Context: an optimization exercise on an open-source flow, tuned for small area, a short achievable clock period and few clock cycles. The choices shown serve that exercise and are no tape-out recipe. In this exercise RTL edits were held to simulation tests only and were not proved equivalent to the original.

==> 07-16 <==
==> flow/design.v <==
module cpu_core(
    input  wire        clk,
    input  wire        rest,
    input  wire [31:0] rom2if_ins_i,
    output wire [31:0] if2rom_ins_o,
    output wire [31:0] dmem_addr_o,
    output wire [31:0] dmem_wdata_o,
    output wire [3:0]  dmem_wstrb_o,
    input  wire [31:0] dmem_rdata_i
);
    reg  [31:2] pc;
    reg  [31:0] x_regs [1:31];
    reg  [31:1] rvalid;
    reg         xv;          
    reg  [31:0] xa, xb, xc;  
    reg  [4:0]  xrd;
    reg         xwen;        
    reg         xload, xstore, xbranch, xjalr, xpred;
    reg  [2:0]  xf3;
    reg         xsub;
    reg         xr_add, xr_slt, xr_sltu, xr_xor, xr_or, xr_and, xr_sll, xr_sr, xr_c;
    reg         xsra;
    reg  [31:0] mres;        
    reg  [31:0] mwd;         
    reg  [3:0]  mstrb;
    reg  [4:0]  mrd;
    reg         mwen, mload;
    reg  [2:0]  mf3;
    wire [31:0] bx   = xsub ? ~xb : xb;
    wire [32:0] sum  = {1'b0, xa} + {1'b0, bx} + {32'd0, xsub};
    wire [31:0] vxor = xa ^ xb;
    wire        eq   = ~|vxor;
    wire        ltu  = ~sum[32];
    wire        lt   = (xa[31] ^ xb[31]) ? xa[31] : sum[31];
    wire [31:0] a_rev;
    genvar gi;
    generate
        for (gi = 0; gi < 32; gi = gi + 1) begin : g_rev
            assign a_rev[gi] = xa[31 - gi];
        end
    endgenerate
    wire [31:0] sh_in   = xr_sll ? a_rev : xa;
    wire        sh_fill = xsra & xa[31];
    wire [31:0] sh_out  = $signed({sh_fill, sh_in}) >>> xb[4:0];
    wire [31:0] sh_rev;
    generate
        for (gi = 0; gi < 32; gi = gi + 1) begin : g_rev2
            assign sh_rev[gi] = sh_out[31 - gi];
        end
    endgenerate
    wire [31:0] alu =
          ({32{xr_add}}  & sum[31:0])
        | ({32{xr_slt}}  & {31'd0, lt})
        | ({32{xr_sltu}} & {31'd0, ltu})
        | ({32{xr_xor}}  & vxor)
        | ({32{xr_or}}   & (xa | xb))
        | ({32{xr_and}}  & (xa & xb))
        | ({32{xr_sll}}  & sh_rev)
        | ({32{xr_sr}}   & sh_out)
        | ({32{xr_c}}    & xc);
    reg btaken;
    always @(*) begin
        case (xf3)
            3'b000:  btaken = eq;
            3'b001:  btaken = ~eq;
            3'b100:  btaken = lt;
            3'b101:  btaken = ~lt;
            3'b110:  btaken = ltu;
            default: btaken = ~ltu;
        endcase
    end
    wire        redirect = xv & ((xbranch & (btaken ^ xpred)) | xjalr);
    wire [31:2] redirect_pc = xjalr ? sum[31:2] : xc[31:2];
    wire [1:0]  xbsel = sum[1:0];
    wire [31:0] xwd   = (xf3[1:0] == 2'b00) ? {4{xc[7:0]}} :
                        (xf3[1:0] == 2'b01) ? {2{xc[15:0]}} : xc;
    wire [3:0]  xstrb = ~(xv & xstore) ? 4'b0000 :
                        (xf3[1:0] == 2'b00) ? (4'b0001 << xbsel) :
                        (xf3[1:0] == 2'b01) ? (xbsel[1] ? 4'b1100 : 4'b0011) : 4'b1111;
    wire [31:0] xres  = (xload | xstore) ? sum[31:0] : alu;
    wire        xw    = xv & xwen;
    always @(posedge clk) begin
        if (!rest) begin
            mstrb <= 4'b0000;
            mwen  <= 1'b0;
        end else begin
            mstrb <= xstrb;
            mwen  <= xw;
        end
        mres  <= xres;
        mwd   <= xwd;
        mrd   <= xrd;
        mload <= xload;
        mf3   <= xf3;
    end
    assign dmem_addr_o  = mres;
    assign dmem_wdata_o = mwd;
    assign dmem_wstrb_o = mstrb;
    wire [1:0]  bsel = mres[1:0];
    wire [31:0] rsh = dmem_rdata_i >> {bsel, 3'b000};
    wire [31:0] ldata = (mf3[1:0] == 2'b00) ? {{24{rsh[7]  & ~mf3[2]}}, rsh[7:0]} :
                        (mf3[1:0] == 2'b01) ? {{16{rsh[15] & ~mf3[2]}}, rsh[15:0]} : rsh;
    wire [31:0] wdata = mload ? ldata : mres;
    wire        wen   = mwen;
    integer k;
    always @(posedge clk) begin
        for (k = 1; k < 32; k = k + 1)
            if (wen && mrd == k) x_regs[k] <= wdata;
    end
    always @(posedge clk) begin
        if (!rest) rvalid <= 31'd0;
        else if (wen) rvalid <= rvalid | (31'd1 << (mrd - 5'd1));
    end
    wire [31:0] ins = rom2if_ins_i;
    assign if2rom_ins_o = {pc, 2'b00};
    wire [4:0] op  = ins[6:2];
    wire [2:0] f3  = ins[14:12];
    wire [4:0] rd  = ins[11:7];
    wire [4:0] rs1 = ins[19:15];
    wire [4:0] rs2 = ins[24:20];
    wire d_lui    = (op == 5'b01101);
    wire d_auipc  = (op == 5'b00101);
    wire d_jal    = (op == 5'b11011);
    wire d_jalr   = (op == 5'b11001);
    wire d_branch = (op == 5'b11000);
    wire d_load   = (op == 5'b00000);
    wire d_store  = (op == 5'b01000);
    wire d_opi    = (op == 5'b00100);
    wire d_opr    = (op == 5'b01100);
    wire d_alu    = d_opi | d_opr;
    wire [31:0] imm_i = {{20{ins[31]}}, ins[31:20]};
    wire [31:0] imm_s = {{20{ins[31]}}, ins[31:25], ins[11:7]};
    wire [31:0] imm_b = {{19{ins[31]}}, ins[31], ins[7], ins[30:25], ins[11:8], 1'b0};
    wire [31:0] imm_j = {{11{ins[31]}}, ins[31], ins[19:12], ins[20], ins[30:21], 1'b0};
    wire [31:0] imm_u = {ins[31:12], 12'd0};
    wire        pred_b = d_branch & ins[31];
    wire        take   = d_jal | pred_b;
    wire [31:2] pc4    = pc + 30'd1;
    wire [31:2] tgt    = pc + (ins[3] ? imm_j[31:2] : imm_b[31:2]);
    reg [31:0] r1, r2;
    integer j;
    always @(*) begin
        r1 = 32'd0;
        r2 = 32'd0;
        for (j = 1; j < 32; j = j + 1) begin
            r1 = r1 | ({32{(rs1 == j) & rvalid[j]}} & x_regs[j]);
            r2 = r2 | ({32{(rs2 == j) & rvalid[j]}} & x_regs[j]);
        end
    end
    wire bx1 = xw  & (rs1 == xrd);
    wire bx2 = xw  & (rs2 == xrd);
    wire bm1 = wen & (rs1 == mrd);
    wire bm2 = wen & (rs2 == mrd);
    wire [31:0] v1 = bx1 ? alu : bm1 ? wdata : r1;
    wire [31:0] v2 = bx2 ? alu : bm2 ? wdata : r2;
    wire use_rs2 = d_opr | d_branch;
    wire [31:0] imm = d_store ? imm_s : (d_lui | d_auipc) ? imm_u : imm_i;
    wire [31:0] na = d_auipc ? {pc, 2'b00} : d_lui ? 32'd0 : v1;
    wire [31:0] nb = use_rs2 ? v2 : imm;
    wire [31:0] nc = d_store ? v2 : {(take | d_jalr | d_jal) ? pc4 : tgt, 2'b00};
    wire f_sra  = ins[30];
    wire n_sub  = (d_opr & (f3 == 3'b000) & ins[30]) | (d_alu & (f3[2:1] == 2'b01)) | d_branch;
    wire n_add  = (d_alu & (f3 == 3'b000)) | d_lui | d_auipc;
    always @(posedge clk) begin
        if (!rest) begin
            pc <= 30'd0;
            xv <= 1'b0;
        end else begin
            pc <= redirect ? redirect_pc : (take ? tgt : pc4);
            xv <= ~redirect;
        end
        xa <= na;
        xb <= nb;
        xc <= nc;
        xrd <= rd;
        xwen <= (rd != 5'd0) & (d_alu | d_lui | d_auipc | d_jal | d_jalr | d_load);
        xload <= d_load;
        xstore <= d_store;
        xbranch <= d_branch;
        xjalr <= d_jalr;
        xpred <= pred_b;
        xf3 <= f3;
        xsub <= n_sub;
        xr_add  <= n_add;
        xr_slt  <= d_alu & (f3 == 3'b010);
        xr_sltu <= d_alu & (f3 == 3'b011);
        xr_xor  <= d_alu & (f3 == 3'b100);
        xr_or   <= d_alu & (f3 == 3'b110);
        xr_and  <= d_alu & (f3 == 3'b111);
        xr_sll  <= d_alu & (f3 == 3'b001);
        xr_sr   <= d_alu & (f3 == 3'b101);
        xsra    <= f_sra;
        xr_c    <= d_jal | d_jalr;
    end
endmodule
==> flow/run.sh <==
#!/bin/bash
# synth_recipe.tcl (not shown) runs the flow's synth.tcl, then flattens the netlist and writes it again
# the make line also repeats each setting of config.mk as NAME=value (left out here)
make -C /OpenROAD-flow-scripts/flow DESIGN_CONFIG=/design/flow/config.mk WORK_HOME=/design/flow/orfs CLKGATE_MAP_FILE= SYNTH_SCRIPT=/design/flow/synth_recipe.tcl finish
==> flow/config.mk <==
export PLATFORM = sky130hd
export DESIGN_NAME = cpu_core
export DESIGN_NICKNAME = cpu_core
export VERILOG_FILES = /design/flow/design.v
export SDC_FILE = /design/flow/constraint.sdc
export NUM_CORES = 4
export LEC_CHECK = 0
export CAP_MARGIN = 20
export CORE_MARGIN = 2
export CORE_UTILIZATION = 35
export SETUP_SLACK_MARGIN = 3.5
export SLEW_MARGIN = 20
==> flow/constraint.sdc <==
create_clock -name core_clock -period 7.0 [get_ports {clk}]
set_input_delay 1.4000 -clock core_clock [delete_from_list [all_inputs] [get_ports {clk}]]
set_output_delay 1.4000 -clock core_clock [all_outputs]
set_load 0.01 [all_outputs]
==> inputs of 10-19, as changes to 07-16 <==
--- a/flow/design.v
+++ b/flow/design.v
@@ -21,10 +21,4 @@
     reg         xr_add, xr_slt, xr_sltu, xr_xor, xr_or, xr_and, xr_sll, xr_sr, xr_c;
     reg         xsra;
-    reg  [31:0] mres;        
-    reg  [31:0] mwd;         
-    reg  [3:0]  mstrb;
-    reg  [4:0]  mrd;
-    reg         mwen, mload;
-    reg  [2:0]  mf3;
     wire [31:0] bx   = xsub ? ~xb : xb;
     wire [32:0] sum  = {1'b0, xa} + {1'b0, bx} + {32'd0, xsub};
@@ -72,43 +66,24 @@
     wire        redirect = xv & ((xbranch & (btaken ^ xpred)) | xjalr);
     wire [31:2] redirect_pc = xjalr ? sum[31:2] : xc[31:2];
-    wire [1:0]  xbsel = sum[1:0];
-    wire [31:0] xwd   = (xf3[1:0] == 2'b00) ? {4{xc[7:0]}} :
-                        (xf3[1:0] == 2'b01) ? {2{xc[15:0]}} : xc;
-    wire [3:0]  xstrb = ~(xv & xstore) ? 4'b0000 :
-                        (xf3[1:0] == 2'b00) ? (4'b0001 << xbsel) :
-                        (xf3[1:0] == 2'b01) ? (xbsel[1] ? 4'b1100 : 4'b0011) : 4'b1111;
-    wire [31:0] xres  = (xload | xstore) ? sum[31:0] : alu;
-    wire        xw    = xv & xwen;
-    always @(posedge clk) begin
-        if (!rest) begin
-            mstrb <= 4'b0000;
-            mwen  <= 1'b0;
-        end else begin
-            mstrb <= xstrb;
-            mwen  <= xw;
-        end
-        mres  <= xres;
-        mwd   <= xwd;
-        mrd   <= xrd;
-        mload <= xload;
-        mf3   <= xf3;
-    end
-    assign dmem_addr_o  = mres;
-    assign dmem_wdata_o = mwd;
-    assign dmem_wstrb_o = mstrb;
-    wire [1:0]  bsel = mres[1:0];
+    wire [1:0]  bsel = sum[1:0];
+    assign dmem_addr_o  = sum[31:0];
+    assign dmem_wdata_o = (xf3[1:0] == 2'b00) ? {4{xc[7:0]}} :
+                          (xf3[1:0] == 2'b01) ? {2{xc[15:0]}} : xc;
+    assign dmem_wstrb_o = ~(xv & xstore) ? 4'b0000 :
+                          (xf3[1:0] == 2'b00) ? (4'b0001 << bsel) :
+                          (xf3[1:0] == 2'b01) ? (bsel[1] ? 4'b1100 : 4'b0011) : 4'b1111;
     wire [31:0] rsh = dmem_rdata_i >> {bsel, 3'b000};
-    wire [31:0] ldata = (mf3[1:0] == 2'b00) ? {{24{rsh[7]  & ~mf3[2]}}, rsh[7:0]} :
-                        (mf3[1:0] == 2'b01) ? {{16{rsh[15] & ~mf3[2]}}, rsh[15:0]} : rsh;
-    wire [31:0] wdata = mload ? ldata : mres;
-    wire        wen   = mwen;
+    wire [31:0] ldata = (xf3[1:0] == 2'b00) ? {{24{rsh[7]  & ~xf3[2]}}, rsh[7:0]} :
+                        (xf3[1:0] == 2'b01) ? {{16{rsh[15] & ~xf3[2]}}, rsh[15:0]} : rsh;
+    wire [31:0] wdata = xload ? ldata : alu;
+    wire        wen   = xv & xwen;
     integer k;
     always @(posedge clk) begin
         for (k = 1; k < 32; k = k + 1)
-            if (wen && mrd == k) x_regs[k] <= wdata;
+            if (wen && xrd == k) x_regs[k] <= wdata;
     end
     always @(posedge clk) begin
         if (!rest) rvalid <= 31'd0;
-        else if (wen) rvalid <= rvalid | (31'd1 << (mrd - 5'd1));
+        else if (wen) rvalid <= rvalid | (31'd1 << (xrd - 5'd1));
     end
     wire [31:0] ins = rom2if_ins_i;
@@ -137,5 +112,5 @@
     wire        take   = d_jal | pred_b;
     wire [31:2] pc4    = pc + 30'd1;
-    wire [31:2] tgt    = pc + (ins[3] ? imm_j[31:2] : imm_b[31:2]);
+    wire [31:2] tgt    = pc + (d_jal ? imm_j[31:2] : imm_b[31:2]);
     reg [31:0] r1, r2;
     integer j;
@@ -148,10 +123,8 @@
         end
     end
-    wire bx1 = xw  & (rs1 == xrd);
-    wire bx2 = xw  & (rs2 == xrd);
-    wire bm1 = wen & (rs1 == mrd);
-    wire bm2 = wen & (rs2 == mrd);
-    wire [31:0] v1 = bx1 ? alu : bm1 ? wdata : r1;
-    wire [31:0] v2 = bx2 ? alu : bm2 ? wdata : r2;
+    wire byp1 = wen & (rs1 == xrd);
+    wire byp2 = wen & (rs2 == xrd);
+    wire [31:0] v1 = byp1 ? alu : r1;
+    wire [31:0] v2 = byp2 ? alu : r2;
     wire use_rs2 = d_opr | d_branch;
     wire [31:0] imm = d_store ? imm_s : (d_lui | d_auipc) ? imm_u : imm_i;
CORE_UTILIZATION = 30   (was 35)
SETUP_SLACK_MARGIN = unset   (was 3.5)
==> inputs of 11-26, as changes to 07-16 <==
CORE_UTILIZATION = 45   (was 35)
CTS_BUF_LIST = sky130_fd_sc_hd__clkbuf_8   (was unset)
CTS_CLUSTER_SIZE = 24   (was unset)
SETUP_SLACK_MARGIN = 3.0   (was 3.5)
==> run notes <==
10-19 completed with no timing, DRC or antenna violations. 11-26 finished clean. 07-16 completed without violations.
First-iteration DRC count: 11-26 < 10-19 < 07-16.
Synthesized cell count is the same in 07-16 and 11-26.
Via count, highest first: 07-16, 11-26, 10-19.
Worst hold slack: 10-19 is higher than 07-16 (0.079 ns).
The highest utilization belongs to 11-26, the lowest to 10-19.
Testbench counts of 07-16, summed over its fixed seeds: cycles 19,130.
Testbench counts of 10-19, summed over its fixed seeds: cycles 19,106.
Testbench counts of 11-26, summed over its fixed seeds: cycles 19,130.

separate check: timing with driven ports:
How much do the figures lean on ideal ports? The routed layouts below were timed once more, with nothing changed but the port constraints.
Step 1 sets driving cells, clkbuf_16 on the clock port and buf_2 on the other inputs (assumed; they add their load-dependent delay and slew).
Step 2, shift: input delay + t, output delay - t, t = (earliest + latest rising clock arrival at the registers) / 2. This alone moves slack from input paths to output paths.
Slacks: ideal / step 1 / step 2; pairs: ideal / step 1.
run	shift t [ns]	setup WS [ns]	worst setup path at the end
07-16	0.902	3.033 / 3.033 / 2.299	input to register
10-19	0.871	0.615 / 0.528 / 0.385	input to register
11-26	1.070	2.705 / 2.732 / 1.681	input to register
After both steps every run listed still meets setup and hold. The setup slack of 11-26, which loses most, moves by +0.027 ns with the drivers and by -1.024 ns with both steps.
